Source: an optimization exercise on an open RTL-to-GDS flow (aim: small area, a short achievable clock period and few clock cycles). Production flows keep margins and buffers that such runs may drop.
Where RTL was checked, it was by simulation tests only, not by an equivalence proof against the original.
Function not checked in runs 2 and 3: the RTL went through the layout flow alone.
No activity file was given, so power comes from the tool's default toggle rates.

$ cat design/flow/flow/run.sh
#!/bin/bash
# Layout flow: the standard flow (standard.sh, all steps), except that
# - the buffers buffer_ports puts on every input and output port are
#   sky130_fd_sc_hd__buf_4 cells instead of the resizer's default choice;
# - after the resizer step of placement, outflops.tcl moves the buffer of
#   each output port that a flip-flop drives next to that flip-flop
#   (detailed placement then legalizes both), so the buffer, not the
#   flip-flop, drives the long wire to the edge of the die.
# - repair_timing (after placement, CTS and global routing) works to a setup
#   slack margin of 15 ns: at the design's 20 ns clock every path has far
#   more slack than that needs, so without the margin repair_timing leaves
#   the paths that set the period achieved as they are.
# - CTS puts buffers on the clock tree's wires every 150 um (CTS_BUF_DISTANCE).
# The make output goes to standard.log; ORFS keeps each step's log under orfs/logs.
set -e
export BUFFER_PORTS_ARGS="-buffer_cell sky130_fd_sc_hd__buf_4"
export POST_RESIZE_TCL="$PWD/flow/outflops.tcl"
export SETUP_SLACK_MARGIN=15
export CTS_BUF_DISTANCE=150
bash standard.sh > standard.log 2>&1
$ cat design/flow/flow/outflops.tcl
# Move the buffer of every output port that a flip-flop drives (and
# nothing else) onto that flip-flop's location; detailed placement
# legalizes them.
set block [ord::get_db_block]
set moved 0
foreach bterm [$block getBTerms] {
  if { [$bterm getIoType] != "OUTPUT" } { continue }
  set net [$bterm getNet]
  set drv {}
  foreach it [$net getITerms] { if { [$it isOutputSignal] } { lappend drv $it } }
  if { [llength $drv] != 1 } { puts "outflops: [$bterm getName] has no single driver"; continue }
  set buf [[lindex $drv 0] getInst]
  set bin {}
  foreach it [$buf getITerms] { if { [$it isInputSignal] } { lappend bin $it } }
  if { [llength $bin] != 1 } { puts "outflops: [$buf getName] is not a buffer"; continue }
  set inet [[lindex $bin 0] getNet]
  if { [llength [$inet getITerms]] != 2 || [llength [$inet getBTerms]] != 0 } {
    puts "outflops: [$bterm getName]: the buffer's input net has other loads"; continue
  }
  set ff {}
  foreach it [$inet getITerms] { if { [$it isOutputSignal] } { set ff [$it getInst] } }
  if { $ff == {} } { continue }
  set m [[$ff getMaster] getName]
  if { ![string match "*dfxtp*" $m] } { puts "outflops: [$ff getName] is $m, skipped"; continue }
  set loc [$ff getLocation]
  $buf setLocation [lindex $loc 0] [lindex $loc 1]
  incr moved
}
puts "outflops: moved $moved output buffers next to their flip-flops"
$ cat design/flow/standard.sh
#!/bin/bash
# synth_recipe.tcl (not shown) runs the flow's synth.tcl, then flattens the netlist and writes it again
# the make line also repeats each setting of config.mk as NAME=value (left out here)
make -C /OpenROAD-flow-scripts/flow DESIGN_CONFIG=/design/flow/config.mk WORK_HOME=/design/flow/orfs CLKGATE_MAP_FILE= SYNTH_SCRIPT=/design/flow/synth_recipe.tcl "${@:-finish}"
$ cat design/flow/config.mk
export PLATFORM = sky130hd
export DESIGN_NAME = CVP14
export DESIGN_NICKNAME = CVP14
export VERILOG_FILES = /design/flow/design.v
export SDC_FILE = /design/flow/constraint.sdc
export NUM_CORES = 8
export LEC_CHECK = 0
export ABC_AREA = 1
export CAP_MARGIN = 50
export CORE_MARGIN = 2
export CORE_UTILIZATION = 50
export CTS_CLUSTER_DIAMETER = 120
export CTS_CLUSTER_SIZE = 24
export PLACE_DENSITY = 0.75
export SLEW_MARGIN = 50
$ cat design/flow/constraint.sdc
create_clock -name core_clock -period 20.0 [get_ports {Clk1}]
set_input_delay 4.0000 -clock core_clock [delete_from_list [all_inputs] [get_ports {Clk1}]]
set_output_delay 4.0000 -clock core_clock [all_outputs]
set_load 0.01 [all_outputs]
$ cat design/flow/design.v
module fadd_a(input [15:0] a, input [15:0] b, output [45:0] p);
  wire [4:0] ea = a[14:10], eb = b[14:10];
  wire sa = a[15], sb = b[15];
  wire [4:0] d = ea - eb;
  wire swap = (eb > ea);
  wire sub = sa ^ sb;
  wire [4:0] E0 = swap ? eb : ea;
  wire [10:0] ma = {|ea, a[9:0]}, mb = {|eb, b[9:0]};
  wire [10:0] mbig = swap ? mb : ma;
  wire [10:0] msml = swap ? ma : mb;
  wire [25:0] al = {msml, 15'b0} >> d;
  wire spec = (&ea) | (&eb);
  wire sign = spec ? ((&ea) ? sa : sb) : (swap ? sb : sa);
  assign p = {spec, sign, E0, sub, mbig, al, sub & (|al[14:0])};
endmodule
module fadd_b(input [45:0] p, output [23:0] q);
  wire spec = p[45], sign = p[44];
  wire [4:0] E0 = p[43:39];
  wire sub = p[38];
  wire [10:0] mbig = p[37:27];
  wire [25:0] al = p[26:1];
  wire borrow = p[0];
  wire [14:0] x = al[14:0];
  wire [11:0] yv = {sub, al[25:15] ^ {11{sub}}};
  wire [12:0] sum = {1'b0, mbig, 1'b1} + {yv, sub & ~borrow};
  wire [11:0] hi = sum[12:1];
  wire z13 = (x[12:0] == 13'd0);
  wire o13 = (x[12:0] == 13'h1FFF);
  wire c14 = ~x[13] & z13;
  wire s13 = sub ? (~x[13] ^ z13) : x[13];
  wire s14 = sub ? (~x[14] ^ c14) : x[14];
  wire or121 = sub ? ~(z13 | o13) : (|x[12:1]);
  wire and121 = sub ? ((x[12:0] == 13'd1) | (x[12:0] == 13'd2)) : (&x[12:1]);
  assign q = {spec, sign, E0, hi, s14, s13, or121, and121, x[0]};
endmodule
module fadd_c(input [23:0] p, output [15:0] y);
  wire spec = p[23], sign = p[22];
  wire [4:0] E0 = p[21:17];
  wire [13:0] H = p[16:3];      
  wire or121 = p[2], and121 = p[1], s0 = p[0];
  wire [11:0] U = H[13:2];      
  wire s14 = H[1], s13 = H[0];
  wire or13_1 = s13 | or121;
  wire or13_0 = s13 | or121 | s0;
  wire or12_0 = or121 | s0;
  wire all14_0 = s14 & s13 & and121 & s0;
  wire all14_1 = s14 & s13 & and121;
  wire cZ = (U == 12'd0);
  wire cO = U[11];
  wire [9:0] fr = cO ? U[10:1] : U[9:0];
  wire cond = cO ? (U[0] & (s14 | or13_1 | U[1])) : (s14 & (or13_0 | U[0]));
  wire cy = cO ? (U[0] & all14_1) : all14_0;
  wire all1 = &fr, zero = (fr == 10'd0);
  wire [9:0] fri = fr + 10'd1;
  wire [1:0] inc = (cy & all1) ? 2'd2 : ((cond & zero & ~cy) ? 2'd1 : 2'd0);
  wire [5:0] Eon = {1'b0, E0} + {5'd0, cO} + {4'd0, inc};
  wire [9:0] Fon = (cy & all1) ? 10'd0 : (cy ? fri : fr);
  reg [3:0] lz;
  always @(*)
    casez (U[9:0])
      10'b1?????????: lz = 4'd1;
      10'b01????????: lz = 4'd2;
      10'b001???????: lz = 4'd3;
      10'b0001??????: lz = 4'd4;
      10'b00001?????: lz = 4'd5;
      10'b000001????: lz = 4'd6;
      10'b0000001???: lz = 4'd7;
      10'b00000001??: lz = 4'd8;
      10'b000000001?: lz = 4'd9;
      default:        lz = 4'd10;
    endcase
  wire [11:0] X = {U[9:0], s14, s13} << (lz - 4'd1);
  wire [9:0] frL = X[10:1];
  wire condL = U[9] & s13 & (or12_0 | s14);
  wire bumpL = condL & (U[8:0] == 9'd0) & ~s14;
  wire [4:0] EL = E0 - {1'b0, lz} + {4'd0, bumpL};
  reg [4:0] E; reg [9:0] F; reg ovf;
  always @(*) begin
    if (cZ) begin
      E = all14_0 ? 5'd22 : 5'd0; F = 10'd0; ovf = 1'b0;
    end else if (cO | U[10]) begin
      E = Eon[4:0]; F = Fon; ovf = (Eon >= 6'd31);
    end else begin
      E = EL; F = frL; ovf = 1'b0;
    end
  end
  assign y = (spec | ovf) ? {sign, 5'b11111, 10'd0} : {sign, E, F};
endmodule
module fmul_a(input [15:0] a, input [15:0] b, output [36:0] p);
  wire [4:0] ea = a[14:10], eb = b[14:10];
  wire zero = (ea == 5'd0 && a[9:0] == 10'd0) || (eb == 5'd0 && b[9:0] == 10'd0);
  wire [10:0] ma = {1'b1, a[9:0]}, mb = {1'b1, b[9:0]};
  wire ga = ea > 5'd15, gb = eb > 5'd15;
  wire [4:0] ea1 = ea - 5'd15, eb1 = eb - 5'd15;
  reg [5:0] s0, s1;
  always @(*) begin
    if (ga & gb) begin
      s0 = {1'b0, ea1} + {1'b0, eb1};
      s1 = {1'b0, ea1} + {1'b0, eb1} + 6'd1;
    end else if (ga) begin
      s0 = {1'b0, ea1} - {1'b0, eb};
      s1 = s0;
    end else if (gb) begin
      s0 = {1'b0, eb1} - {1'b0, ea};
      s1 = s0;
    end else begin
      s0 = 6'b110001;
      s1 = 6'b110001;
    end
  end
  wire [5:0] t0 = s0 + 6'd15, t1 = s1 + 6'd15;
  wire [4:0] x0 = t0[5] ? 5'b11111 : t0[4:0];
  wire [4:0] x1 = t1[5] ? 5'b11111 : t1[4:0];
  wire [21:0] r0  = mb[0]  ? {11'd0, ma}        : 22'd0;
  wire [21:0] r1  = mb[1]  ? {10'd0, ma, 1'd0}  : 22'd0;
  wire [21:0] r2  = mb[2]  ? {9'd0, ma, 2'd0}   : 22'd0;
  wire [21:0] r3  = mb[3]  ? {8'd0, ma, 3'd0}   : 22'd0;
  wire [21:0] r4  = mb[4]  ? {7'd0, ma, 4'd0}   : 22'd0;
  wire [21:0] r5  = mb[5]  ? {6'd0, ma, 5'd0}   : 22'd0;
  wire [21:0] r6  = mb[6]  ? {5'd0, ma, 6'd0}   : 22'd0;
  wire [21:0] r7  = mb[7]  ? {4'd0, ma, 7'd0}   : 22'd0;
  wire [21:0] r8  = mb[8]  ? {3'd0, ma, 8'd0}   : 22'd0;
  wire [21:0] r9  = mb[9]  ? {2'd0, ma, 9'd0}   : 22'd0;
  wire [21:0] r10 =          {1'd0, ma, 10'd0};
  wire [21:0] a0 = ((r0) ^ (r1) ^ (r2)),  a1 = ((((r0) & (r1)) | ((r0) & (r2)) | ((r1) & (r2))) << 1);
  wire [21:0] a2 = ((r3) ^ (r4) ^ (r5)),  a3 = ((((r3) & (r4)) | ((r3) & (r5)) | ((r4) & (r5))) << 1);
  wire [21:0] a4 = ((r6) ^ (r7) ^ (r8)),  a5 = ((((r6) & (r7)) | ((r6) & (r8)) | ((r7) & (r8))) << 1);
  wire [21:0] b0 = ((a0) ^ (a1) ^ (a2)),  b1 = ((((a0) & (a1)) | ((a0) & (a2)) | ((a1) & (a2))) << 1);
  wire [21:0] b2 = ((a3) ^ (a4) ^ (a5)),  b3 = ((((a3) & (a4)) | ((a3) & (a5)) | ((a4) & (a5))) << 1);
  wire [21:0] c0 = ((b0) ^ (b1) ^ (b2)),  c1 = ((((b0) & (b1)) | ((b0) & (b2)) | ((b1) & (b2))) << 1);
  wire [21:0] c2 = ((b3) ^ (r9) ^ (r10)), c3 = ((((b3) & (r9)) | ((b3) & (r10)) | ((r9) & (r10))) << 1);
  wire [21:0] d0 = ((c0) ^ (c1) ^ (c2)),  d1 = ((((c0) & (c1)) | ((c0) & (c2)) | ((c1) & (c2))) << 1);
  wire [21:0] e0 = ((d0) ^ (d1) ^ (c3)),  e1 = ((((d0) & (d1)) | ((d0) & (c3)) | ((d1) & (c3))) << 1);
  wire [10:0] lo = {1'b0, e0[9:0]} + {1'b0, e1[9:0]};
  assign p = {zero, a[15] ^ b[15], x1, x0, lo[10], e0[21:10], e1[21:10]};
endmodule
module fmul_b(input [36:0] p, output [15:0] q);
  wire zero = p[36], sign = p[35];
  wire [4:0] x1 = p[34:30], x0 = p[29:25];
  wire cin = p[24];
  wire [11:0] ph = p[23:12] + p[11:0] + {11'd0, cin};    
  assign q = zero ? 16'd0 : (ph[11] ? {sign, x1, ph[10:1]} : {sign, x0, ph[9:0]});
endmodule
module fmul_c(input [15:0] p, output [15:0] y);
  assign y = p;
endmodule
module ScalarRegFile (clk, rst, ra1, ra2, rd1, rd2,
                      bw_en, bw_hi, bw_dst, bw_data,
                      ww_lo, ww_hi, ww_dst, ww_data, r7_en, r7_data);
  input clk, rst;
  input [2:0] ra1, ra2;
  output [15:0] rd1, rd2;
  input bw_en, bw_hi;
  input [2:0] bw_dst;
  input [7:0] bw_data;
  input ww_lo, ww_hi;
  input [2:0] ww_dst;
  input [15:0] ww_data;
  input r7_en;
  input [15:0] r7_data;
  wire [15:0] wd = rst ? 16'h0000 :
                   (ww_lo | ww_hi) ? ww_data :
                   r7_en ? r7_data : {bw_data, bw_data};
  wire [15:0] regs [0:7];
  assign rd1 = regs[ra1];
  assign rd2 = regs[ra2];
  genvar g;
  generate
    for (g = 0; g < 8; g = g + 1) begin : entry
      reg [15:0] q;
      assign regs[g] = q;
      wire r7 = (g == 7) & r7_en;
      wire en_lo = rst | (ww_lo & (ww_dst == g)) | r7 | (bw_en & ~bw_hi & (bw_dst == g));
      wire en_hi = rst | (ww_hi & (ww_dst == g)) | r7 | (bw_en & bw_hi & (bw_dst == g));
      always @(posedge clk) begin
        if (en_lo) q[7:0] <= wd[7:0];
        if (en_hi) q[15:8] <= wd[15:8];
      end
    end
  endgenerate
endmodule
module VectorRegFile (clk, we_l, wd_l, we_a, wd_a, heads, taps);
  input clk;
  input [7:0] we_l, we_a;
  input [15:0] wd_l, wd_a;
  output [127:0] heads;
  output [127:0] taps;                 
  genvar g;
  generate
    for (g = 0; g < 8; g = g + 1) begin : entry
      reg [255:0] q;
      wire [255:0] rot = {q[15:0], q[255:16]};
      always @(posedge clk)
        q <= {rot[255:240], we_l[g] ? wd_l : rot[239:224], rot[223:192],
              we_a[g] ? wd_a : rot[191:176], rot[175:0]};
      assign heads[16*g +: 16] = q[15:0];
      assign taps[16*g +: 16] = q[143:128];
    end
  endgenerate
endmodule
module CVP14(output [15:0] Addr, output RD, output WR, output V, output [15:0] dataOut,
             input Reset, input Clk1, input [15:0] DataIn);
localparam QD = 4;                   
localparam CK = 3;                   
localparam FQ = 11;                  
localparam MU_IDLE = 2'd0, MU_VLD = 2'd1, MU_VSTW = 2'd2, MU_VSTR = 2'd3;
localparam AU_VADD = 2'd0, AU_VDOT = 2'd1, AU_SMUL = 2'd2;
function ok_add;
  input [15:0] x;
  ok_add = (x[14:0] == 15'd0) | (x[14:10] >= 5'd10 && x[14:10] <= 5'd27);
endfunction
function [4:0] emax;
  input [4:0] m;
  input [15:0] x;
  emax = (x[14:10] > m) ? x[14:10] : m;
endfunction
function ok_mul;
  input [4:0] ea, eb;
  ok_mul = (ea != 5'd31) & (eb != 5'd31) & ({1'b0, ea} + {1'b0, eb} <= 6'd44);
endfunction
reg rst;
always @(posedge Clk1) rst <= Reset;
reg [3:0] ph;                        
reg [7:0] zf;                        
reg [7:0] sa;                        
reg [4:0] mx [0:7];                  
reg [15:0] addr_q, dout_q;
reg rd_q, wr_q, v_q, vflag;
reg [15:0] q [0:QD-1];
reg [QD:0] qs;                       
reg [15:0] ir_pc, fpc;               
reg f_act;                           
wire [15:0] ir = q[0];
wire ir_v = ~qs[0];
reg [1:0] mu_st;
reg [3:0] mu_cnt;
reg [15:0] base;
reg [2:0] mu_reg;
reg mu_tap;                          
reg ld_now, ld_last;                 
reg l_oka;
reg [4:0] l_mx;
reg [15:0] ld1;
reg ld1_v, ld_first, ld1_first, ld1_last;
reg [2:0] ld1_r;
reg sl_v, sl_wlo, sl_whi;
reg sl_known, sl_safe_q, sl_fp_q;    
reg [4:0] sl_bnd_q;                  
reg [4:0] sl_mxa_q, sl_mxb_q;        
reg sl_b1, sl_bv;
reg [15:0] sl_pc;
reg [1:0] sl_op;
reg [2:0] sl_ra, sl_rb, sl_rd;
reg [15:0] sl_sc;
reg rd_busy, rd_act, vdot_wait, rd_us;
reg rd_tap;                          
reg [1:0] rd_op;
reg [2:0] rd_ra, rd_rb, rd_rd;
reg [3:0] rd_cnt;
reg [4:1] sv, sfirst, slast, sus;
reg [1:0] sop [1:4];
reg [2:0] srd [1:4];
reg [15:0] x1, y1;
reg [45:0] fa_p;
reg [23:0] fb_p;
reg [36:0] ma_p;
reg [15:0] mb_p;
reg [15:0] wres;
reg a_oka;
reg [4:0] a_mx;
reg ldf_v, ldf_oka;                  
reg [2:0] ldf_r;
reg [4:0] ldf_mx;
reg f5_v, f5_oka;                    
reg [2:0] f5_rd;
reg [4:0] f5_mx;
reg us_busy, us_fin, us_vdot, ovf;
reg [15:0] fq [0:FQ-1];
reg [3:0] fq_wp, fq_rp, fq_cnt;
reg [15:0] np;                       
reg np_v;
reg [15:0] acc;
reg [4:0] acc_k;
reg [1:0] acc_st;                    
reg vd_pend, vd_wlo, vd_whi, vd_wr;
reg [2:0] vd_rd;
reg nx_v, nx_wlo, nx_whi;             
reg [2:0] nx_rd;
reg [45:0] ca_p;
reg [23:0] cb_p;
integer k;
wire [3:0] op = ir[15:12];
wire is_vadd = (op == 4'd0);
wire is_vdot = (op == 4'd1);
wire is_smul = (op == 4'd2);
wire is_sst  = (op == 4'd3);
wire is_vld  = (op == 4'd4);
wire is_vst  = (op == 4'd5);
wire is_sll  = (op == 4'd6);
wire is_slh  = (op == 4'd7);
wire is_j    = (op == 4'd8);
wire is_au = is_vadd | is_vdot | is_smul;
wire is_mu = is_sst | is_vld | is_vst;
wire [2:0] f_d = ir[11:9], f_a = ir[8:6], f_b = ir[5:3];
wire [15:0] rx, ry;
wire [127:0] heads, taps;
wire redirect = us_fin & ovf & ~vd_wr;
wire blocking_us = us_busy & ~(us_fin & ~ovf);        
wire s4_vec = sv[4] & (sop[4] != AU_VDOT);
function pend_w;
  input [2:0] r;
  pend_w = rd_busy & (rd_op != AU_VDOT) & (rd_rd == r);
endfunction
function au_wpend;
  input [2:0] r;
  au_wpend = (rd_busy & (rd_op != AU_VDOT) & (rd_rd == r)) |
             (sv[1] & (sop[1] != AU_VDOT) & (srd[1] == r)) |
             (sv[2] & (sop[2] != AU_VDOT) & (srd[2] == r)) |
             (sv[3] & (sop[3] != AU_VDOT) & (srd[3] == r)) |
             (s4_vec & (srd[4] == r)) | (f5_v & (f5_rd == r));
endfunction
function sl_w;
  input [2:0] r;
  sl_w = sl_v & (sl_op != AU_VDOT) & (sl_rd == r);
endfunction
function sl_r;
  input [2:0] r;
  sl_r = sl_v & ((sl_ra == r) | ((sl_op != AU_SMUL) & (sl_rb == r)));
endfunction
function flags_pend;
  input [2:0] r;
  flags_pend = au_wpend(r) | (vld_act & (mu_reg == r)) | (ld1_v & (ld1_r == r)) | (ldf_v & (ldf_r == r));
endfunction
function pend_s;
  input [2:0] r;
  pend_s = (vd_pend & (vd_wlo | vd_whi) & (vd_rd == r)) |
           (nx_v & (nx_wlo | nx_whi) & (nx_rd == r)) |
           (sl_v & (sl_op == AU_VDOT) & (sl_wlo | sl_whi) & (sl_rd == r));
endfunction
wire mu_free = (mu_st == MU_IDLE);
wire vld_act = (mu_st == MU_VLD) | ld_now;            
wire sl_haz = (vld_act & (mu_reg == sl_ra | (mu_reg == sl_rb & (sl_op != AU_SMUL)))) |
              (((mu_st == MU_VSTW) | ((mu_st == MU_VSTR) & mu_tap)) & (mu_reg == sl_rd) & (sl_op != AU_VDOT));
wire wait_rd_d = (vdot_wait | (rd_busy & rd_tap)) & (rd_ra == f_d | rd_rb == f_d);
wire sl_safe = (sl_op == AU_VADD) ? (sa[sl_ra] & sa[sl_rb]) :
               (sl_op == AU_VDOT) ? ok_mul(mx[sl_ra], mx[sl_rb]) :
                                    ok_mul(mx[sl_ra], sl_sc[14:10]);
wire [4:0] sl_mxa = sl_mxa_q;
wire [4:0] sl_mxb = sl_mxb_q;
wire [4:0] sl_mxab = (sl_mxa > sl_mxb) ? sl_mxa : sl_mxb;
wire [5:0] sl_sum = {1'b0, sl_mxa} + {1'b0, sl_mxb};
wire [5:0] sl_add3 = {1'b0, sl_mxab} + 6'd3;
wire [5:0] sl_m14 = sl_sum - 6'd14;
wire [4:0] sl_bound = (sl_mxab == 5'd31) ? 5'd31 :
                      (sl_op == AU_VADD) ? ((sl_add3 >= 6'd31) ? 5'd31 : sl_add3[4:0]) :
                      (sl_sum < 6'd14 || sl_m14 <= {1'b0, sl_mxab}) ? sl_mxab :
                      (sl_m14 >= 6'd31) ? 5'd31 : sl_m14[4:0];
wire sl_fp = flags_pend(sl_ra) | ((sl_op != AU_SMUL) & flags_pend(sl_rb));
wire sl_ok = sl_known & sl_safe_q;
wire blocking = blocking_us | (sl_v & ~sl_ok);
wire vd_chain = vd_pend & ~nx_v & ~vd_wr & (acc_k >= 5'd16 - CK) & sl_safe_q;
wire sl_start = sl_v & sl_known & ~rd_busy & ~sl_haz & ((sl_op != AU_VDOT) | ~vd_pend | vd_chain) & (sl_safe_q | ~sl_fp_q);
reg issue_ok;
always @(*) begin
  if (is_au)       issue_ok = ~sl_v & (~is_smul | ~pend_s(f_b));
  else if (is_vld) issue_ok = mu_free & ~pend_s(f_a) & ~pend_w(f_d) & ~wait_rd_d & ~sl_r(f_d) & ~sl_w(f_d);
  else if (is_vst) issue_ok = mu_free & ~ld_now & ~pend_s(f_a) & ~pend_w(f_d) & ~sl_w(f_d);
  else if (is_sst) issue_ok = mu_free & ~pend_s(f_a) & ~pend_s(f_d);
  else if (is_sll | is_slh) issue_ok = ~vd_wr;       
  else issue_ok = 1'b1;
end
wire issue = ir_v & ~blocking & ~redirect & issue_ok;
wire au_issue = issue & is_au;
wire mu_issue = issue & is_mu;
wire sll_vd = issue & is_sll & vd_pend & (vd_rd == f_d);
wire slh_vd = issue & is_slh & vd_pend & (vd_rd == f_d);
wire sll_nx = issue & is_sll & nx_v & (nx_rd == f_d);
wire slh_nx = issue & is_slh & nx_v & (nx_rd == f_d);
wire sll_sl = issue & is_sll & sl_v & (sl_op == AU_VDOT) & (sl_rd == f_d);
wire slh_sl = issue & is_slh & sl_v & (sl_op == AU_VDOT) & (sl_rd == f_d);
wire r7_en = redirect & ~(us_vdot & vd_rd == 3'd7);
wire r7_vd = r7_en & vd_pend & (vd_rd == 3'd7);
wire r7_nx = r7_en & nx_v & (nx_rd == 3'd7);
ScalarRegFile srf(.clk(Clk1), .rst(rst),
                  .ra1(f_a), .ra2(is_smul ? f_b : f_d), .rd1(rx), .rd2(ry),
                  .bw_en(issue & (is_sll | is_slh)), .bw_hi(is_slh), .bw_dst(f_d), .bw_data(ir[7:0]),
                  .ww_lo(vd_wr & vd_wlo & ~sll_vd & ~r7_vd), .ww_hi(vd_wr & vd_whi & ~slh_vd & ~r7_vd),
                  .ww_dst(vd_rd), .ww_data(acc),
                  .r7_en(r7_en), .r7_data(sl_pc));    
wire [7:0] we_l = ld1_v ? (8'd1 << ld1_r) : 8'd0;
wire [7:0] we_a = s4_vec ? (8'd1 << srd[4]) : 8'd0;
VectorRegFile vrf(.clk(Clk1), .we_l(we_l), .wd_l(ld1), .we_a(we_a), .wd_a(wres), .heads(heads), .taps(taps));
wire [2:0] sel_a = rd_busy ? rd_ra : sl_ra;
wire [2:0] sel_b = rd_busy ? rd_rb : sl_rb;
wire [2:0] sel_c = mu_free ? f_d : mu_reg;
wire tap_now;
wire [15:0] va = zf[sel_a] ? 16'd0 : (tap_now ? taps[16*sel_a +: 16] : heads[16*sel_a +: 16]);
wire [15:0] vb = zf[sel_b] ? 16'd0 : (tap_now ? taps[16*sel_b +: 16] : heads[16*sel_b +: 16]);
wire c_tap = (mu_st == MU_VSTR) ? mu_tap : ph[3];
wire [15:0] vc = zf[sel_c] ? 16'd0 : (c_tap ? taps[16*sel_c +: 16] : heads[16*sel_c +: 16]);
wire [1:0] i_op = is_vadd ? AU_VADD : (is_vdot ? AU_VDOT : AU_SMUL);
wire sl_vdot = (sl_op == AU_VDOT);
wire first_read = (sl_start & (~sl_vdot | ph[2:0] == 3'd0)) | (vdot_wait & ph[2:0] == 3'd0);
wire read_now = first_read | rd_act;
wire read_last = rd_act & (rd_cnt == 4'd15);
wire [1:0] cur_op = sl_start ? sl_op : rd_op;
wire [2:0] cur_rd = sl_start ? sl_rd : rd_rd;
assign tap_now = rd_act ? rd_tap : (ph[3] & (vdot_wait | sl_vdot));
wire [45:0] fa_pn;
wire [23:0] fb_pn;
wire [36:0] ma_pn;
wire [15:0] mb_pn;
wire [15:0] fc_y, mc_y;
fadd_a ua1(.a(x1), .b(y1), .p(fa_pn));
fadd_b ua2(.p(fa_p), .q(fb_pn));
fadd_c ua3(.p(fb_p), .y(fc_y));
fmul_a um1(.a(x1), .b(y1), .p(ma_pn));
fmul_b um2(.p(ma_p), .q(mb_pn));
fmul_c um3(.p(mb_p), .y(mc_y));
always @(posedge Clk1) begin
  if (rst) begin
    rd_busy <= 1'b0; rd_act <= 1'b0; vdot_wait <= 1'b0; sl_v <= 1'b0; rd_tap <= 1'b0;
    sv <= 4'd0;
    us_busy <= 1'b0; us_fin <= 1'b0; ovf <= 1'b0;
  end else begin
    if (us_fin & ~(ovf & vd_wr)) begin us_fin <= 1'b0; us_busy <= 1'b0; end
    else if (sv[4] & slast[4] & sus[4]) us_fin <= 1'b1;
    if (sl_start) sl_v <= 1'b0;
    sl_known <= sl_v & ~sl_start;
    sl_b1 <= sl_v & ~sl_start;
    sl_bv <= sl_b1 & sl_v & ~sl_start;
    if (sll_sl) sl_wlo <= 1'b0;
    if (slh_sl) sl_whi <= 1'b0;
    if (au_issue) sl_v <= 1'b1;
    if (~sl_v & ~blocking_us) begin
      sl_op <= i_op; sl_ra <= f_a; sl_rb <= f_b; sl_rd <= f_d; sl_sc <= ry; sl_pc <= ir_pc;
      sl_wlo <= 1'b1; sl_whi <= 1'b1;
    end
    if (sl_start) begin
      rd_busy <= 1'b1;
      rd_op <= sl_op; rd_ra <= sl_ra; rd_rb <= sl_rb; rd_rd <= sl_rd; rd_us <= ~sl_safe_q;
      if (~sl_safe_q) begin
        us_busy <= 1'b1; us_vdot <= sl_vdot; ovf <= 1'b0;
      end
      vdot_wait <= sl_vdot & (ph[2:0] != 3'd0);
    end
    if (vdot_wait & ph[2:0] == 3'd0) vdot_wait <= 1'b0;
    if (first_read) begin rd_act <= 1'b1; rd_cnt <= 4'd1; rd_tap <= ph[3] & (cur_op == AU_VDOT); end
    else if (rd_act) begin rd_cnt <= rd_cnt + 4'd1; if (rd_cnt == 4'd15) rd_act <= 1'b0; end
    if (read_last) rd_busy <= 1'b0;
    sv <= {sv[3:1], read_now};
    if (sv[4] & (wres == 16'h7C00)) ovf <= 1'b1;
  end
end
always @(posedge Clk1) begin
  x1 <= va;
  if (read_now) begin
    if (cur_op != AU_SMUL) y1 <= vb;
    else if (sl_start) y1 <= sl_sc;
  end
  sl_safe_q <= sl_safe;
  sl_mxa_q <= mx[sl_ra];
  sl_mxb_q <= (sl_op == AU_SMUL) ? sl_sc[14:10] : mx[sl_rb];
  sl_bnd_q <= sl_bound;
  sl_fp_q <= sl_fp;
  sfirst <= {sfirst[3:1], first_read};
  slast <= {slast[3:1], read_last};
  sus <= {sus[3:1], sl_start ? ~sl_safe_q : rd_us};
  sop[1] <= cur_op; sop[2] <= sop[1]; sop[3] <= sop[2]; sop[4] <= sop[3];
  srd[1] <= cur_rd; srd[2] <= srd[1]; srd[3] <= srd[2]; srd[4] <= srd[3];
  fa_p <= fa_pn;
  fb_p <= fb_pn;
  ma_p <= ma_pn;
  mb_p <= mb_pn;
  wres <= (sop[3] == AU_VADD) ? fc_y : mc_y;
  if (s4_vec) begin
    a_oka <= (a_oka | sfirst[4]) & ok_add(wres);
    a_mx <= emax(sfirst[4] ? 5'd0 : a_mx, wres);
  end
end
wire push = sv[4] & (sop[4] == AU_VDOT);
wire fq_has = (fq_cnt != 4'd0);
wire step = vd_pend & np_v & (acc_st == 2'd0) & (acc_k != 5'd16);
wire np_load_q = step & fq_has;                        
wire np_load_p = push & (step ? ~fq_has : ~np_v);       
wire fq_push = push & ~np_load_p;
wire [45:0] ca_pn;
wire [23:0] cb_pn;
wire [15:0] cc_y;
fadd_a uc1(.a(acc), .b(np), .p(ca_pn));
fadd_b uc2(.p(ca_p), .q(cb_pn));
fadd_c uc3(.p(cb_p), .y(cc_y));
always @(posedge Clk1) begin
  if (rst) begin
    vd_pend <= 1'b0; acc_st <= 2'd0; vd_wr <= 1'b0; np_v <= 1'b0; nx_v <= 1'b0;
  end else begin
    if (sll_vd | r7_vd) vd_wlo <= 1'b0;
    if (slh_vd | r7_vd) vd_whi <= 1'b0;
    if (sll_nx | r7_nx) nx_wlo <= 1'b0;
    if (slh_nx | r7_nx) nx_whi <= 1'b0;
    if (sl_start & sl_vdot & vd_pend) begin
      nx_v <= 1'b1; nx_rd <= sl_rd; nx_wlo <= sl_wlo & ~sll_sl; nx_whi <= sl_whi & ~slh_sl;
    end
    if (vd_wr & nx_v) begin
      nx_v <= 1'b0; vd_rd <= nx_rd; vd_wlo <= nx_wlo & ~sll_nx & ~r7_nx; vd_whi <= nx_whi & ~slh_nx & ~r7_nx;
    end
    if (sl_start & sl_vdot & ~vd_pend) begin
      vd_pend <= 1'b1; vd_rd <= sl_rd; vd_wlo <= sl_wlo & ~sll_sl; vd_whi <= sl_whi & ~slh_sl;
      acc_k <= 5'd0; fq_cnt <= 4'd0; fq_wp <= 4'd0; fq_rp <= 4'd0; np_v <= 1'b0;
    end else begin
      if (fq_push) fq_wp <= (fq_wp == FQ - 1) ? 4'd0 : fq_wp + 4'd1;
      if (np_load_q) fq_rp <= (fq_rp == FQ - 1) ? 4'd0 : fq_rp + 4'd1;
      fq_cnt <= fq_cnt + {3'd0, fq_push} - {3'd0, np_load_q};
      if (step) acc_k <= acc_k + 5'd1;
      else if (vd_wr) acc_k <= 5'd0;
      if (np_load_q | np_load_p) np_v <= 1'b1;
      else if (step) np_v <= 1'b0;
    end
    acc_st <= {acc_st[0], step & (acc_k != 5'd0)};
    vd_wr <= acc_st[1] & (acc_k == 5'd16);
    if (vd_wr & ~nx_v) vd_pend <= 1'b0;
  end
end
always @(posedge Clk1) begin
  if (fq_push) fq[fq_wp] <= wres;
  if (np_load_q) np <= fq[fq_rp];
  else if (np_load_p) np <= wres;
  ca_p <= ca_pn;
  cb_p <= cb_pn;
  if (step & (acc_k == 5'd0)) acc <= np;
  else if (acc_st[1]) acc <= cc_y;
end
wire [3:0] eoff0 = is_vld ? ph + 4'd1 : 4'd0;
wire [6:0] soff = {ir[5], ir[5:0]} + {3'd0, eoff0};
wire [7:0] an_lo = {1'b0, rx[6:0]} + {1'b0, soff};
wire [8:0] an_hm = rx[15:7] - 9'd1, an_hp = rx[15:7] + 9'd1;
wire [8:0] an_hi = soff[6] ? (an_lo[7] ? rx[15:7] : an_hm) : (an_lo[7] ? an_hp : rx[15:7]);
wire [15:0] addr_now = {an_hi, an_lo[6:0]};
wire [15:0] base_now = rx + {{10{ir[5]}}, ir[5:0]};
reg c_port, c_rd, c_wr, c_ld, c_ld_last;
reg [3:0] c_eoff, c_cnt;
reg [1:0] c_st;
always @(*) begin
  c_port = 1'b0; c_rd = 1'b0; c_wr = 1'b0; c_ld = 1'b0; c_ld_last = 1'b0;
  c_eoff = 4'd0; c_st = mu_st; c_cnt = mu_cnt;
  case (mu_st)
    MU_VLD: begin
      c_port = 1'b1; c_rd = 1'b1; c_ld = 1'b1; c_eoff = ph + 4'd1;
      c_cnt = mu_cnt + 4'd1;
      if (mu_cnt == 4'd15) begin c_st = MU_IDLE; c_ld_last = 1'b1; end
    end
    MU_VSTW:
      if (ph[2:0] == 3'd0) begin
        c_port = 1'b1; c_wr = 1'b1; c_st = MU_VSTR;
      end
    MU_VSTR: begin
      c_port = 1'b1; c_wr = 1'b1; c_eoff = {ph[3] ^ mu_tap, ph[2:0]};
      if (ph[2:0] == 3'd7 && (ph[3] ^ mu_tap)) c_st = MU_IDLE;
    end
    default: ;
  endcase
end
wire [15:0] c_addr = base + {12'd0, c_eoff};
wire i_port = is_vld | is_sst | (is_vst & (ph[2:0] == 3'd0));
wire [1:0] i_st = is_vld ? MU_VLD : (is_vst ? ((ph[2:0] == 3'd0) ? MU_VSTR : MU_VSTW) : MU_IDLE);
wire n_mu_port = mu_issue ? i_port : c_port;
wire n_mu_rd = mu_issue ? is_vld : c_rd;
wire n_mu_wr = mu_issue ? (is_sst | is_vst) : c_wr;
wire n_ld = mu_issue ? is_vld : c_ld;
wire n_ld_last = ~mu_issue & c_ld_last;
wire [1:0] n_mu_st = mu_issue ? i_st : c_st;
wire [3:0] n_mu_cnt = mu_issue ? 4'd1 : c_cnt;
wire [15:0] n_dout = (mu_issue & is_sst) ? ry : vc;
wire [15:0] n_mu_addr = mu_issue ? addr_now : c_addr;
wire flush = redirect | (issue & is_j);
wire [15:0] jt = ir_pc + {{4{ir[11]}}, ir[11:0]};
wire [15:0] jt1 = ir_pc + {{4{ir[11]}}, ir[11:0]} + 16'd1;
wire [15:0] target = redirect ? 16'hFFF0 : jt;
wire [15:0] target1 = redirect ? 16'hFFF1 : jt1;
wire [15:0] fpc_inc = fpc + 16'd1;
wire arrive = f_act & ~flush;
wire [QD:0] qs_a = arrive ? {qs[QD-1:0], 1'b0} : qs;           
wire [QD:0] qs_b = arrive ? qs : {1'b0, qs[QD:1]};             
wire [QD:0] n_qs = flush ? {{QD{1'b0}}, 1'b1} : (issue ? qs_b : qs_a);
wire room_a = ~qs_a[QD];
wire f_if_issue = ~c_port & ~(is_mu & i_port);        
wire f_no_issue = ~c_port & (redirect | room_a);
wire n_f_act = issue ? f_if_issue : f_no_issue;
wire [15:0] fetch_addr = flush ? target : fpc;
wire n_vflag = redirect | (vflag & ~issue);
always @(posedge Clk1) begin
  if (rst) begin
    ph <= 4'd0;
    zf <= 8'hFF; sa <= 8'hFF;
    for (k = 0; k < 8; k = k + 1) begin mx[k] <= 5'd0; end
    ldf_v <= 1'b0;
    qs <= {{QD{1'b0}}, 1'b1}; ir_pc <= 16'd0; fpc <= 16'd1; f_act <= 1'b1;
    addr_q <= 16'd0; rd_q <= 1'b1; wr_q <= 1'b0; v_q <= 1'b0; vflag <= 1'b0;
    mu_st <= MU_IDLE; ld_now <= 1'b0; ld_last <= 1'b0; ld1_v <= 1'b0; ld1_last <= 1'b0;
    f5_v <= 1'b0;
  end else begin
    ph <= ph + 4'd1;
    qs <= n_qs;
    ir_pc <= flush ? target : (issue ? ir_pc + 16'd1 : ir_pc);
    fpc <= flush ? (n_f_act ? target1 : target) : (n_f_act ? fpc_inc : fpc);
    f_act <= n_f_act;
    addr_q <= n_mu_port ? n_mu_addr : fetch_addr;
    rd_q <= n_mu_port ? n_mu_rd : n_f_act;
    wr_q <= n_mu_port & n_mu_wr;
    vflag <= n_vflag;
    v_q <= n_vflag & ~n_mu_port & n_f_act;    
    mu_st <= n_mu_st;
    ld_now <= n_ld; ld_last <= n_ld_last;
    ld1_v <= ld_now; ld1_last <= ld_last;
    if (ld1_v) begin
      l_oka <= (l_oka | ld1_first) & ok_add(ld1);
      l_mx <= emax(ld1_first ? 5'd0 : l_mx, ld1);
    end
    if (ld_last) zf[mu_reg] <= 1'b0;
    ldf_v <= ld1_last & ~au_wpend(ld1_r) & ~sl_w(ld1_r);
    if (ldf_v & ~au_wpend(ldf_r) & ~sl_w(ldf_r)) begin
      sa[ldf_r] <= ldf_oka;
      mx[ldf_r] <= ldf_mx;
    end
    f5_v <= s4_vec & slast[4];
    if (f5_v & ~((rd_busy & (rd_op != AU_VDOT) & (rd_rd == f5_rd)) |
                 (sv[1] & (sop[1] != AU_VDOT) & (srd[1] == f5_rd)) |
                 (sv[2] & (sop[2] != AU_VDOT) & (srd[2] == f5_rd)) |
                 (sv[3] & (sop[3] != AU_VDOT) & (srd[3] == f5_rd)) |
                 (s4_vec & (srd[4] == f5_rd)) |
                 (vld_act & (mu_reg == f5_rd)) | (ld1_v & (ld1_r == f5_rd)) | sl_w(f5_rd))) begin
      sa[f5_rd] <= f5_oka;
      mx[f5_rd] <= f5_mx;
    end
    if (read_last & (rd_op != AU_VDOT)) zf[rd_rd] <= 1'b0;
    if (mu_issue & is_vld) begin
      sa[f_d] <= 1'b0; mx[f_d] <= 5'd31;
    end
    if (sl_start & ~sl_vdot) begin
      sa[sl_rd] <= 1'b0; mx[sl_rd] <= (sl_safe_q & sl_bv) ? sl_bnd_q : 5'd31;
    end
  end
end
wire [QD-1:0] at_a = arrive ? qs[QD-1:0] : {QD{1'b0}};
wire [QD-1:0] at_b = arrive ? qs[QD:1] : {QD{1'b0}};
always @(posedge Clk1) begin
  for (k = 0; k < QD; k = k + 1)
    if (issue ? at_b[k] : at_a[k]) q[k] <= DataIn;
    else if (issue && k < QD - 1) q[k] <= q[k + 1];
end
always @(posedge Clk1) begin
  if (mu_free) begin base <= base_now; mu_reg <= f_d; end
  if (mu_st != MU_VSTR) mu_tap <= ph[3];
  mu_cnt <= n_mu_cnt;
  ld1_r <= mu_reg;
  ld_first <= mu_issue & is_vld;
  ld1_first <= ld_first;
  ldf_r <= ld1_r;
  ldf_oka <= (l_oka | ld1_first) & ok_add(ld1);
  ldf_mx <= emax(ld1_first ? 5'd0 : l_mx, ld1);
  f5_rd <= srd[4];
  f5_oka <= (a_oka | sfirst[4]) & ok_add(wres);
  f5_mx <= emax(sfirst[4] ? 5'd0 : a_mx, wres);
  dout_q <= n_dout;
  ld1 <= DataIn;
end
assign Addr = addr_q;
assign RD = rd_q;
assign WR = wr_q;
assign V = v_q;
assign dataOut = dout_q;
endmodule
==> results of run 1 <==
## cells by family after synthesis
| family | after synthesis |
|---|---|
| flops | 3073 |
| compound gates | 2399 |
| xor+xnor | 276 |
| simple gates | 3062 |
| mux | 14 |
| fa+ha+maj | 355 |
| buf+inv | 1624 |
## through the flow
stage | worst slack, ps | std cells | cell area (µm²)
2_1_floorplan | 15620 | 10800 | 108000
3_3_place_gp | 14830 | 13400 | 111000
3_5_place_dp | 15070 | 13400 | 112000
4_1_cts | 14690 | 13600 | 116000
5_1_grt | 14700 | 13600 | 116000
6_report | 14730 | 13600 | 116000
## worst paths after layout
path                            cells after the start                  to
worst max-delay path                                1         dataOut[10]
worst min-delay path                                0  vrf.entry[3].q[90]
worst max register to register                     13              y1[14]
worst min register to register                      0  vrf.entry[3].q[90]
## layer usage
metal	GRT usage	vias up	wire length, µm
li1	-	35600	-
met1	0.374	36400	129000
met2	0.431	3523	136000
met3	0.0488	752	28200
met4	0.128	14	16900
met5	0	-	112
## power by group
group / total [mW] / internal (mW) / switching, mW / leakage, nW
Sequential: 7.67 / 7.12 / 0.557 / 26.0
Combinational: 6.70 / 1.98 / 4.71 / 19.5
Clock: 3.34 / 1.42 / 1.92 / 2.03
## layout make-up
type                       count  share of cell area
antenna                       21            0.000452
clock buffer                 193              0.0340
clock inverter                16             0.00217
inverter                    1180              0.0382
multi-input combinational   6106               0.299
sequential                  3073               0.579
tap                         2838              0.0305
timing repair buffer         211              0.0161
## cell usage in the layout, fill, tap and decap left out, types with 13 or more instances in the layout
master | Yosys | layout
sky130_fd_sc_hd__a211oi_1 | 34 | 33
sky130_fd_sc_hd__a21oi_1 | 475 | 474
sky130_fd_sc_hd__a22oi_1 | 14 | 14
sky130_fd_sc_hd__a311oi_1 | 14 | 13
sky130_fd_sc_hd__a31oi_1 | 82 | 76
sky130_fd_sc_hd__buf_4 | 17 | 139
sky130_fd_sc_hd__buf_6 | 5 | 57
sky130_fd_sc_hd__clkbuf_1 | 301 | 41
sky130_fd_sc_hd__clkbuf_16 | 0 | 152
sky130_fd_sc_hd__clkinv_1 | 18 | 15
sky130_fd_sc_hd__dfxtp_1 | 2497 | 2436
sky130_fd_sc_hd__dfxtp_2 | 0 | 61
sky130_fd_sc_hd__diode_2 | 0 | 21
sky130_fd_sc_hd__edfxtp_1 | 576 | 576
sky130_fd_sc_hd__fa_1 | 108 | 108
sky130_fd_sc_hd__ha_1 | 247 | 247
sky130_fd_sc_hd__inv_1 | 1129 | 1121
sky130_fd_sc_hd__inv_2 | 31 | 38
sky130_fd_sc_hd__nand2_1 | 1804 | 1796
sky130_fd_sc_hd__nand2_2 | 9 | 16
sky130_fd_sc_hd__nand3_1 | 299 | 285
sky130_fd_sc_hd__nand3_2 | 4 | 16
sky130_fd_sc_hd__nand4_1 | 92 | 92
sky130_fd_sc_hd__nor2_1 | 646 | 636
sky130_fd_sc_hd__nor3_1 | 79 | 67
sky130_fd_sc_hd__nor4_1 | 40 | 39
sky130_fd_sc_hd__o211ai_1 | 151 | 151
sky130_fd_sc_hd__o21a_1 | 16 | 16
sky130_fd_sc_hd__o21ai_0 | 1210 | 1192
sky130_fd_sc_hd__o21ai_1 | 32 | 35
sky130_fd_sc_hd__o21ai_2 | 8 | 13
sky130_fd_sc_hd__o21bai_1 | 28 | 28
sky130_fd_sc_hd__o221ai_1 | 24 | 24
sky130_fd_sc_hd__o22ai_1 | 170 | 169
sky130_fd_sc_hd__o311ai_0 | 32 | 25
sky130_fd_sc_hd__o31ai_1 | 21 | 21
sky130_fd_sc_hd__or2_2 | 34 | 35
sky130_fd_sc_hd__xnor2_1 | 106 | 106
sky130_fd_sc_hd__xor2_1 | 170 | 169
## timing repair
action,4_1_cts,5_1_grt
endpoints found under the setup margin,35,41
buffers inserted,0,4
gates cloned,0,0
resized for setup,59,13
hold endpoints to repair,0,0
hold buffers,0,0
==> out/results.txt, run 1 <==
The highest fanout seen on the critical path was 1; the number of placement rows was 170. Yosys printed 8 warnings. Setup repair after global routing could not meet its margin everywhere. The tools report the total wirelength of the detailed-routed design as 311000 µm. The net count of the finished layout is 11100. The layout cell share with drive strength beyond 1 came out at 0.0623.

The logs give 0 for the number of slew-limit violations in the final report and 0.543 for the utilization after layout. The tool flagged a number of max-cap violations equal to 0. Once detail routing completed, the nets flagged for antenna violations numbered 0.

The netlist uses 80 different library cells. The total global-route track usage came out at 0.276. The portion of the post-synthesis area used by sequential elements is 0.624, and the effective utilization at floorplan is 0.503. The register containing the most flip-flops in the final layout was vrf.entry.q. After synthesis, the largest family of logic cells by area is compound AO/OA/AOI/OAI gates. At the pin with the least slew margin, the transition time is 790 ps.

The die covers 219000 µm². The fraction of the mapped netlist area in compound gates works out to 0.126. The logs give 4 for the number of H-tree levels and 0 for the final hold violation count.

Counting every net in the synthesized netlist gives 11200. Summing all multi-input logic gate instances after layout gives 34800 µm². In this run the register-to-register setup slack is 15270 ps. Counting flops with a built-in enable in the synthesized netlist gives 576. The clock arrives with 67.8 ps of skew.

Dividing the detail-routed wire length by the instance count gives 22.8 µm. The combined area of all synthesized cells is 108000 µm², and the count of buffer and inverter cells on the critical path is 1. The congestion estimate from routability-driven global placement came to 1.00. In this run, synthesis produced a sequential element count of 3073.

In the synthesized netlist the dominant register cell turns out to be sky130_fd_sc_hd__dfxtp_1. In the routed layout, each cell is associated on average with a via count of 5.59. STA puts the critical path data arrival time at 1270 ps. By startpoint and endpoint, the worst setup path is classified as flip-flop to primary output.

The first detailed-routing pass ran for 12 iterations. Input and output buffers added on the ports amount to 52. Maximum number of pins on one net before global-route repair: 90. The count of boundary I/O pins was 53; the count of fill cells added during filler insertion was 18300. In this run, CTS created clock tree buffers numbering 151.

The portion of netlist area occupied by mux cells was 0.00135; the fraction of the cycle the final worst path needs was 0.264. Yosys instantiated no cell more often than sky130_fd_sc_hd__dfxtp_1. The parity-gate share of the synthesized area counting xor and xnor cells was 0.0224.

Power density over the cells: 152 nW/µm². The register with the most flip-flops in the layout has 2048 of them. For this design the static power due to leakage is 47.5 nW. Setup total negative slack on the finished layout was measured at 0 ps. The headroom to the max-slew limit is 0.467, and the via count of the first global-routing pass is 72700. In the final layout, the registers with the most flip-flops are vrf.entry.q: 2048 flops, fq: 176 flops, srf.entry.q: 128 flops. In the routed design, unresolved DRC markers number 0. In this design, the stage delay of the slowest critical-path cell is 330 ps.

The wire length of the first global-routing pass is 456000 µm, and the area growth from synthesis to layout is 7.96%. Counting I/O delays and the setup requirement, the final critical path takes 5270 ps. The async set-or-reset flop fraction in the synthesized netlist works out to 0. STA classifies the critical path startpoint as a flip-flop. Grouping stages by cell kind, the critical path spends the most delay in flip-flops. The flow ran to the end and the layout has no timing, DRC or antenna violations. The tools report the number of violations reported at the end of detailed-routing iteration 0 as 8604. The commonest cells after synthesis are sky130_fd_sc_hd__dfxtp_1 (2497), sky130_fd_sc_hd__nand2_1 (1804), sky130_fd_sc_hd__o21ai_0 (1210), sky130_fd_sc_hd__inv_1 (1129), sky130_fd_sc_hd__nor2_1 (646). Once detailed placement completed, the half-perimeter wirelength came to 216000 µm.

Ranked by total cell area, the synthesized netlist is headed by sky130_fd_sc_hd__dfxtp_1 (46%), sky130_fd_sc_hd__edfxtp_1 (16%), sky130_fd_sc_hd__nand2_1 (6.3%). Tightest hold margin: 295 ps. The clock passes through at most 4 buffers. Tracing the worst setup path back leads to its startpoint at dout_q[10]. The run gives 0 as the final global-route overflow total. The biggest area contributor in the post-synthesis netlist is sky130_fd_sc_hd__dfxtp_1. The maximum achievable frequency came out at 0.190 GHz. Portion of synthesized cell area occupied by the leading cell type: 0.464.

The insertion delay of the later-clocked pin in the worst-skew pair came out at 810 ps. The combined flip-flop and latch cell area was 67400 µm². In this run the critical register-to-register path is launched from sl_op[1]. After clock tree synthesis, the clock-pin slew on the worst setup and hold paths is 100 ps.

Synthesized-area fraction occupied by and/or/nand/nor cells: 0.118. The logs give 20 for the number of antenna violations at the first check in global routing and 10800 for the number of instances in the synthesized netlist. The critical path goes through buf_6. The clock tree root driver cell was sky130_fd_sc_hd__clkbuf_16.

The highest-delay cell along the critical path was sky130_fd_sc_hd__dfxtp_2. STA classifies the critical path endpoint as a primary output. For the total of endpoints with negative setup slack in the final report, the log shows 0. The tree built by TritonCTS fans out to 3073 sinks.

The tools report the overall power as 17.7 mW. The tightest min-delay check is of the flip-flop to flip-flop type. The count of vias placed by the detailed router was 76300; the post-synthesis average cell area was 9.97 µm².

The width of the chip came out at 468 µm. The arithmetic-cell share of the synthesized area counting full adders, half adders and majority gates was 0.0487. For the worst setup path, the data required time is 16000 ps. The die is 468 µm tall.

TritonCTS built the clock tree. The tools report the worst voltage drop across the vdd grid as 0.000109 V. Core area: 214000 µm². The tools report the startpoint of the most critical hold path as vrf.entry[3].q[106].
Testbench counts, summed over its fixed seeds: cycles 77,442.
==> run 2: changes to the inputs <==
--- a/design/flow/design.v
+++ b/design/flow/design.v
@@ -248,7 +248,6 @@
 reg [4:0] sl_bnd_q;                  
 reg [4:0] sl_mxa_q, sl_mxb_q;        
 reg sl_b1, sl_bv;
-reg [15:0] sl_pc;
 reg [1:0] sl_op;
 reg [2:0] sl_ra, sl_rb, sl_rd;
 reg [15:0] sl_sc;
@@ -386,7 +385,7 @@
                   .bw_en(issue & (is_sll | is_slh)), .bw_hi(is_slh), .bw_dst(f_d), .bw_data(ir[7:0]),
                   .ww_lo(vd_wr & vd_wlo & ~sll_vd & ~r7_vd), .ww_hi(vd_wr & vd_whi & ~slh_vd & ~r7_vd),
                   .ww_dst(vd_rd), .ww_data(acc),
-                  .r7_en(r7_en), .r7_data(sl_pc));    
+                  .r7_en(r7_en), .r7_data(ir_pc - 16'd1));
 wire [7:0] we_l = ld1_v ? (8'd1 << ld1_r) : 8'd0;
 wire [7:0] we_a = s4_vec ? (8'd1 << srd[4]) : 8'd0;
 VectorRegFile vrf(.clk(Clk1), .we_l(we_l), .wd_l(ld1), .we_a(we_a), .wd_a(wres), .heads(heads), .taps(taps));
@@ -433,7 +432,7 @@
     if (slh_sl) sl_whi <= 1'b0;
     if (au_issue) sl_v <= 1'b1;
     if (~sl_v & ~blocking_us) begin
-      sl_op <= i_op; sl_ra <= f_a; sl_rb <= f_b; sl_rd <= f_d; sl_sc <= ry; sl_pc <= ir_pc;
+      sl_op <= i_op; sl_ra <= f_a; sl_rb <= f_b; sl_rd <= f_d; sl_sc <= ry;
       sl_wlo <= 1'b1; sl_whi <= 1'b1;
     end
     if (sl_start) begin
==> run 2 against run 1 <==
  * Cell area shrank 0.60%
  * Sequential cell count shrank 16
  * Clock skew grew 9.0 ps
  * Critical path depth is the same
  * Highest routed layer unchanged
  * Setup slack lost 1.5 ps
  * Count of clock-buffer cells in the layout grew 3
  * Utilization shrank 0.22 points
==> out/results.txt, run 2 <==
The width of the chip was 467 µm (-0.17%). Summed over all instances, the cell type with the most area after synthesis is sky130_fd_sc_hd__dfxtp_1. Endpoint arrival time on the critical path: 1280 ps (about the same). The final global-route overflow total was 0 (unchanged); the insertion delay of the later-clocked pin in the worst-skew pair was 820 ps (about the same). The worst endpoint required time was 16000 ps (about the same).

Clock transition at the register clock pins on the worst setup and hold paths after CTS: 90 ps (about the same). Setup repair after global routing could not meet its margin everywhere. The run gives 6 (-6) as the first-pass iteration count of the detailed router. The portion of synthesized cell area occupied by the leading cell type was 0.465 (+0.00157).

Endpoint kind of the worst setup timing path: a primary output. The count of boundary I/O pins is 53 (unchanged), and the wire length of the first global-routing pass is 436000 µm (-4.4%). The tree is rooted in a sky130_fd_sc_hd__clkbuf_16. The height of the die was 467 µm (-0.17%); the fraction of the cycle the final worst path needs was 0.264 (about the same). For the number of design rule violations left after detail routing, the log shows 0 (unchanged). By count the netlist is led by sky130_fd_sc_hd__dfxtp_1 (2497), sky130_fd_sc_hd__nand2_1 (1850), sky130_fd_sc_hd__o21ai_0 (1190), sky130_fd_sc_hd__inv_1 (1085), sky130_fd_sc_hd__nor2_1 (658). The total global-route track usage is 0.259 (-0.0167), and the effective utilization at floorplan is 0.502 (-0.000697). The transition at the pin with the smallest max-transition slack was 772 ps (-18.2 ps); the distinct cell type count of the synthesized netlist was 76 (-5.0%). For the overall power, the log shows 17.3 mW (-2.1%).

The maximum count of clock buffers along a single path is 4 (unchanged), and the number of vias per cell after detailed routing is 5.61 (+0.29%). The run gives 219000 µm² (-0.33%) as the full die area. The tools report the count of vias placed by the detailed router as 76300 (+0.020%). Weighted congestion at the end of routability-driven global placement: 0.991 (-1.4%). The Yosys warning count was 8 (unchanged); the hold buffer count at CTS was 0 (unchanged).

Count of buffer and inverter cells on the critical path: 1 (unchanged). The number of I/O port buffers came out at 52 (unchanged). The critical path goes through buf_6. Endpoint of the most critical register-to-register path: base[15]. The dominant synthesized flop cell was sky130_fd_sc_hd__dfxtp_1. The synthesized net count came out at 11200 (+0.045%). The startpoint of the most critical hold path is vrf.entry[5].q[74]. The category of cells accounting for the largest share of critical-path delay was flip-flops. The run gives 0.486 (+0.0188) as the headroom to the max-slew limit. The via count of the first global-routing pass was 72700 (-0.014%). The post-detailed-route wirelength per cell is 21.5 µm (-5.7%). The count of maximum capacitance violations is 0 (unchanged).

The path depth of the worst reg2reg path works out to 19 (+6). For the number of placement rows, the log shows 170 (unchanged). The worst hold path stage count was 0 (unchanged). Sorting the synthesized cells by area gives the leading types as sky130_fd_sc_hd__dfxtp_1 (47%), sky130_fd_sc_hd__edfxtp_1 (16%), sky130_fd_sc_hd__nand2_1 (6.5%). The worst clock skew came out at 76.8 ps (+9.05 ps). The remaining antenna violation count was 0 (unchanged). The worst setup slack for register-to-register paths was 15250 ps (-20 ps). The tools report the worst voltage drop across the vdd grid as 0.000118 V (+8.2%).

STA classifies the critical path startpoint as a flip-flop. In the final layout, the registers with the most flip-flops are vrf.entry.q: 2048 flops, fq: 176 flops, srf.entry.q: 128 flops. The maximum achievable frequency was 0.190 GHz (about the same). Leaving out fill and tap cells, the most frequent cell in the layout is sky130_fd_sc_hd__dfxtp_1.

The number of instances in the synthesized netlist was 10800 (+0.037%). The number of H-tree levels is 4 (unchanged), and the number of nets in the layout is 11100 (-0.19%). The total wirelength of the detailed-routed design was 292000 µm (-5.9%); the number of violations reported at the end of detailed-routing iteration 0 was 8643 (+0.45%). The number of antenna violations at the first check in global routing was 17 (-15%); the area growth from synthesis to layout was 7.68%. Number of slew-limit violations in the final report: 0 (unchanged).

The maximum number of pins on one net before global-route repair is 193 (+110%). The start of the worst register-to-register path was q[0][7]. The run gives 214000 µm² (-0.20%) as the core area. The post-synthesis average cell area is 9.94 µm² (-0.37%). For the total negative setup slack, the log shows 0 ps (unchanged).

The standby leakage power is 47.0 nW (-1.1%). The run gives 202000 µm (-6.7%) as the estimated wirelength of the detail-placed design. The flip-flop count of the largest register, all copies and words added came out at 2048 (unchanged).

The tools report the final hold violation count as 0 (unchanged). In the layout the commonest cells are sky130_fd_sc_hd__dfxtp_1 (2444), sky130_fd_sc_hd__nand2_1 (1844), sky130_fd_sc_hd__o21ai_0 (1186). For hold timing, the worst endpoint is vrf.entry[5].q[58]. The number of synthesized flops with an enable pin is 560 (-2.8%). Number of storage elements in the synthesis netlist: 3057 (-0.52%). The power density over the cells is 150 nW/µm² (-1.5%), and the async set-or-reset flop fraction in the synthesized netlist is 0 (unchanged).

The setup path with the least slack is of type flip-flop to primary output. The final critical delay including setup and external delays was 5280 ps (+1.50 ps); the portion of the post-synthesis area used by sequential elements was 0.622 (-0.00236). More flip-flops sit in one register than any other, and that register is vrf.entry.q. Clock sink count: 3057 (-0.52%). On the critical path, the stage with the largest delay is an instance of sky130_fd_sc_hd__dfxtp_2. The layout cell share with drive strength beyond 1 works out to 0.0575 (-0.00480). The run finished with no timing, DRC or antenna violations.

The most instantiated library cell after synthesis was sky130_fd_sc_hd__dfxtp_1. Maximum cell stage delay along the critical path: 330 ps (about the same). The logs give 107000 µm² (-0.34%) for the combined area of all synthesized cells and 18300 (-0.25%) for the count of fill cells added during filler insertion. The number of CTS-inserted buffers was 150 (-0.66%); the total of endpoints with negative setup slack in the final report was 0 (unchanged).

TritonCTS built the clock tree. The worst hold path belongs to the class flip-flop to flip-flop. Highest fanout seen on the critical path: 1 (unchanged).
-- run 2: stage by stage --
| stage | setup slack [ps] | hold slack, ps | cells | utilization | area [µm²] |
|---|---|---|---|---|---|
| floorplan | 15620 | 310 | 10800 | - | 107000 |
| global placement | 14980 | 309 | 13300 | 0.516 | 110000 |
| detailed placement | 15000 | 312 | 13400 | 0.519 | 111000 |
| CTS | 14700 | 270 | 13600 | 0.539 | 115000 |
| global route | 14700 | 272 | 13600 | 0.540 | 116000 |
| finish | 14720 | 262 | 13600 | 0.540 | 116000 |
-- run 2: worst max path at each step --
stage               start          end  slack, ps  depth (start not counted)
3_3_place_gp     q[0][10]     mx[4][0]      14980                         18
6_report       dout_q[13]  dataOut[13]      14720                          1
5_1_grt        dout_q[13]  dataOut[13]      14700                          1
4_1_cts        dout_q[13]  dataOut[13]      14700                          1
3_5_place_dp      q[0][7]     base[15]      15000                         18
2_1_floorplan   DataIn[0]      q[0][0]      15620                          2
-- run 2: timing repair --
action | in CTS | in global routing
setup endpoints to repair | 36 | 72
setup buffers | 0 | 7
hold endpoints to repair | 0 | 0
gates resized for setup | 64 | 11
-- run 2: power breakdown --
| part | total, mW | switching, mW | leakage (nW) | internal (mW) |
|---|---|---|---|---|
| Clock | 3.33 | 1.89 | 2.03 | 1.44 |
| Sequential | 7.62 | 0.578 | 25.8 | 7.04 |
| Combinational | 6.40 | 4.42 | 19.2 | 1.98 |
-- run 2: logic make-up after synthesis --
kind of cell / count (synthesis) / share of synthesized area
AOI/OAI and AO/OA: 2381 / 0.127
muxes: 15 / 0.00143
buffers and inverters: 1577 / 0.0570
DFF: 3057 / 0.622
xor gates and xnor gates: 272 / 0.0223
and+or+nand+nor: 3149 / 0.121
adders and majority gates: 356 / 0.0490
-- run 2: per-layer routing --
metal | GRT usage | vias up | share of wire
li1 | - | 35600 | -
met5 | 0 | - | 0.00028
met4 | 0.0951 | 12 | 0.040
met3 | 0.0391 | 723 | 0.083
met1 | 0.361 | 36500 | 0.43
met2 | 0.410 | 3459 | 0.45
-- run 2: area by class of cell --
class	instances	area [µm²]	area share
diodes	6	15.0	0.000130
clock buffers	196	4000	0.0346
inverters	1123	4240	0.0366
flip-flops and latches	3057	66900	0.578
multi-input cells	6173	35000	0.303
well taps	2838	3550	0.0307
clock inverters	12	191	0.00166
repair buffers	196	1740	0.0150
==> run 3: changes to the inputs <==
--- a/design/flow/config.mk
+++ b/design/flow/config.mk
@@ -8,7 +8,7 @@
 export ABC_AREA = 1
 export CAP_MARGIN = 50
 export CORE_MARGIN = 2
-export CORE_UTILIZATION = 50
+export CORE_UTILIZATION = 55
 export CTS_CLUSTER_DIAMETER = 120
 export CTS_CLUSTER_SIZE = 24
 export PLACE_DENSITY = 0.75
==> run 3 against run 2 <==
  * Largest power group unchanged
  * Die area down 9.0%
  * Critical path depth unchanged
  * Clock power up 2%
  * Utilization up 5.4 points
  * Setup slack worse by 21 ps
  * Cell area about the same
  * Sequential cell count unchanged
  * Highest routed layer unchanged
  * Global-route usage up 3.4 points
  * Routed wire length up 2.8%
==> out/results.txt, run 3 <==
Setup repair after global routing could not meet its margin everywhere. The run gives 47.1 nW (+0.23%) as the standby leakage power. Leaving out fill and tap cells, the most frequent cell in the layout is sky130_fd_sc_hd__dfxtp_1.

The logs give 445000 µm (+2.0%) for the wire length of the first global-routing pass and 0 (unchanged) for the number of design rule violations left after detail routing. The total of endpoints with negative setup slack in the final report was 0 (unchanged). The logs give 300000 µm (+2.8%) for the total wirelength of the detailed-routed design and 0.552 (+0.0506) for the effective utilization at floorplan. Portion of synthesized cell area occupied by the leading cell type: 0.465 (unchanged).

The tools report the combined area of all synthesized cells as 107000 µm² (unchanged). The launch point of the critical path is dout_q[8]. The run gives 16000 ps (about the same) as the worst endpoint required time.

The final critical delay including setup and external delays came out at 5300 ps (+21.4 ps). Post-detailed-route wirelength per cell: 22.5 µm (+4.8%). The total negative setup slack was 0 ps (unchanged); the fraction of the mapped netlist area in compound gates was 0.127 (unchanged).

In this run the most critical hold path is launched from vrf.entry[3].q[170]. The maximum achievable frequency was 0.189 GHz (-0.41%); the count of buffer and inverter cells on the critical path was 1 (unchanged). Parity-gate share of the synthesized area counting xor and xnor cells: 0.0223 (unchanged). Number of synthesized flops with an enable pin: 560 (unchanged).

The signal on the critical path passes through buf_6. The worst register-to-register path begins at q[0][11]. The tools report the final global-route overflow total as 0 (unchanged). Post-synthesis average cell area: 9.94 µm² (unchanged). The number of placement rows was 162 (-4.7%); the portion of the post-synthesis area used by sequential elements was 0.622 (unchanged).

The maximum cell stage delay along the critical path is 360 ps (+30 ps). The run gives 810 ps (about the same) as the insertion delay of the later-clocked pin in the worst-skew pair. The height of the die is 446 µm (-4.6%), and the async set-or-reset flop fraction in the synthesized netlist is 0 (unchanged). The largest registers in the layout are vrf.entry.q: 2048 flops, fq: 176 flops, srf.entry.q: 128 flops.

Largest area contributor in the netlist: sky130_fd_sc_hd__dfxtp_1. Highest fanout seen on the critical path: 1 (unchanged). The number of I/O port buffers was 52 (unchanged); the count of boundary I/O pins was 53 (unchanged). TritonCTS built the clock tree. The weighted congestion at the end of routability-driven global placement is 0.973 (-1.8%), and the maximum count of clock buffers along a single path is 4 (unchanged).

Flip-flop count of the largest register, all copies and words added: 2048 (unchanged). The total global-route track usage was 0.294 (+0.0343); the number of vias per cell after detailed routing was 5.69 (+1.4%). Among all flip-flop cells after synthesis, the most frequent one is sky130_fd_sc_hd__dfxtp_1.

The register containing the most flip-flops in the final layout is vrf.entry.q. The top cell types in the final layout, fill and taps aside, are sky130_fd_sc_hd__dfxtp_1 (2442), sky130_fd_sc_hd__nand2_1 (1841), sky130_fd_sc_hd__o21ai_0 (1188). The number of H-tree levels was 4 (unchanged). The worst hold path belongs to the class flip-flop to flip-flop.

The number of instances in the synthesized netlist is 10800 (unchanged). The tools report the count of vias placed by the detailed router as 75900 (-0.53%). The final hold violation count was 0 (unchanged).

By area the synthesized netlist is led by sky130_fd_sc_hd__dfxtp_1 (47%), sky130_fd_sc_hd__edfxtp_1 (16%), sky130_fd_sc_hd__nand2_1 (6.5%). The number of storage elements in the synthesis netlist works out to 3057 (unchanged). The tools report the endpoint kind of the worst setup timing path as a primary output.

For the maximum number of pins on one net before global-route repair, the log shows 106 (-45%). Remaining antenna violation count: 0 (unchanged). The transition at the pin with the smallest max-transition slack came out at 764 ps (-8.22 ps).

The core area came out at 194000 µm² (-9.2%). The flow ran to the end and the layout has no timing, DRC or antenna violations. Main combinational cell family by area after synthesis: compound AO/OA/AOI/OAI gates.

The number of violations reported at the end of detailed-routing iteration 0 was 8414 (-2.6%); the synthesized net count was 11200 (unchanged). The number of nets in the layout was 11100 (+0.18%). The worst voltage drop across the vdd grid is 0.000117 V (-0.47%), and the first-pass iteration count of the detailed router is 8 (+2).

The utilization after layout came out at 0.594 (+0.0540). The fraction of the cycle the final worst path needs works out to 0.265 (+0.00107). For the number of antenna violations at the first check in global routing, the log shows 22 (+5). Hold buffer count at CTS: 0 (unchanged).

The critical path in this run is classified as flip-flop to primary output. The tools report the count of maximum capacitance violations as 0 (unchanged). The run gives 72800 (+0.20%) as the via count of the first global-routing pass.
[run 3: worst max-delay path by stage]
stage	to	slack (ps)	cells after the start
3_3_place_gp	q[0][8]	15020	3
3_5_place_dp	base[15]	14970	16
6_report	dataOut[8]	14700	1
5_1_grt	dataOut[8]	14660	1
2_1_floorplan	q[0][0]	15620	2
4_1_cts	dataOut[8]	14660	1
[run 3: power breakdown]
part	internal [mW]	switching [mW]	leakage [nW]	total, mW
combinational	1.99	4.42	19.3	6.41
sequential	7.04	0.588	25.8	7.63
clock	1.44	1.93	2.07	3.38
[run 3: cell type report]
class	instances	area, µm²
inverter	1123	4240
clock buffer	197	4020
multi-input combinational	6173	35100
timing repair buffer	214	1830
tap	2542	3180
sequential	3057	66900
antenna	12	30.0
fill	15700	78800
clock inverter	18	267
[run 3: cells by family (layout without fill, tap and decap cells)]
| family | after synthesis | in the layout |
|---|---|---|
| compound gates | 2381 | 2381 |
| buf+inv | 1577 | 1552 |
| mux | 15 | 15 |
| fa+ha+maj | 356 | 356 |
| simple gates | 3149 | 3149 |
| other cells | 0 | 12 |
| xor+xnor | 272 | 272 |
| flops | 3057 | 3057 |
[run 3: layer usage]
metal	track usage	up-vias	share of wire	routed length, µm
met3	0.0428	705	0.079	23600
met1	0.396	36100	0.42	126000
met2	0.472	3395	0.45	136000
met5	0	-	0.00031	92
li1	-	35700	-	-
met4	0.127	14	0.048	14600
[run 3: repair_timing]
item                                   4_1_cts  5_1_grt
buffers inserted                             0       13
endpoints found under the hold margin        0        0
setup endpoints to repair                   36       75
gates resized for setup                     66       17
[run 3: stage by stage]
step                      power [mW]  worst slack, ps  cells  hold slack, ps  area [µm²]
after floorplan                 11.6            15620  10800             310      107000
after global placement          13.7            15020  13100             310      110000
after detailed placement        13.9            14970  13100             312      111000
after CTS                       17.3            14660  13300             270      115000
after global routing            18.3            14660  13300             279      116000
final                           17.4            14700  13300             273      116000

-- port drivers added, routing unchanged --
No port has a modelled driver above. Below, the same layouts with a new extraction and two added sets of constraints.
Step 1: set_driving_cell puts a clkbuf_16 on Clk1 and a buf_2 on each other input, an assumption about the parent block.
Step 2 moves the port delays by t, midway between the first and last clock arrival at a register: inputs arrive t later, outputs are due t later. That takes back most of the time a late clock gives input paths.
Three values: ideal ports, drivers, drivers and shift; two values: the first two.
| run | t, ns | setup slack, ns | worst setup path after step 2 | clock arrival spread, ns | slew at the worst register clock pin (ns) |
|---|---|---|---|---|---|
| run 1 | 0.879 | 14.726 / 14.623 / 15.270 | register to register | 0.068 / 0.068 | 0.11 / 0.11 |
| run 2 | 0.870 | 14.724 / 14.632 / 15.092 | input to register | 0.082 / 0.082 | 0.11 / 0.11 |
| run 3 | 0.869 | 14.703 / 14.612 / 14.958 | input to register | 0.070 / 0.070 | 0.11 / 0.11 |
After both steps setup and hold are still met in every run listed.
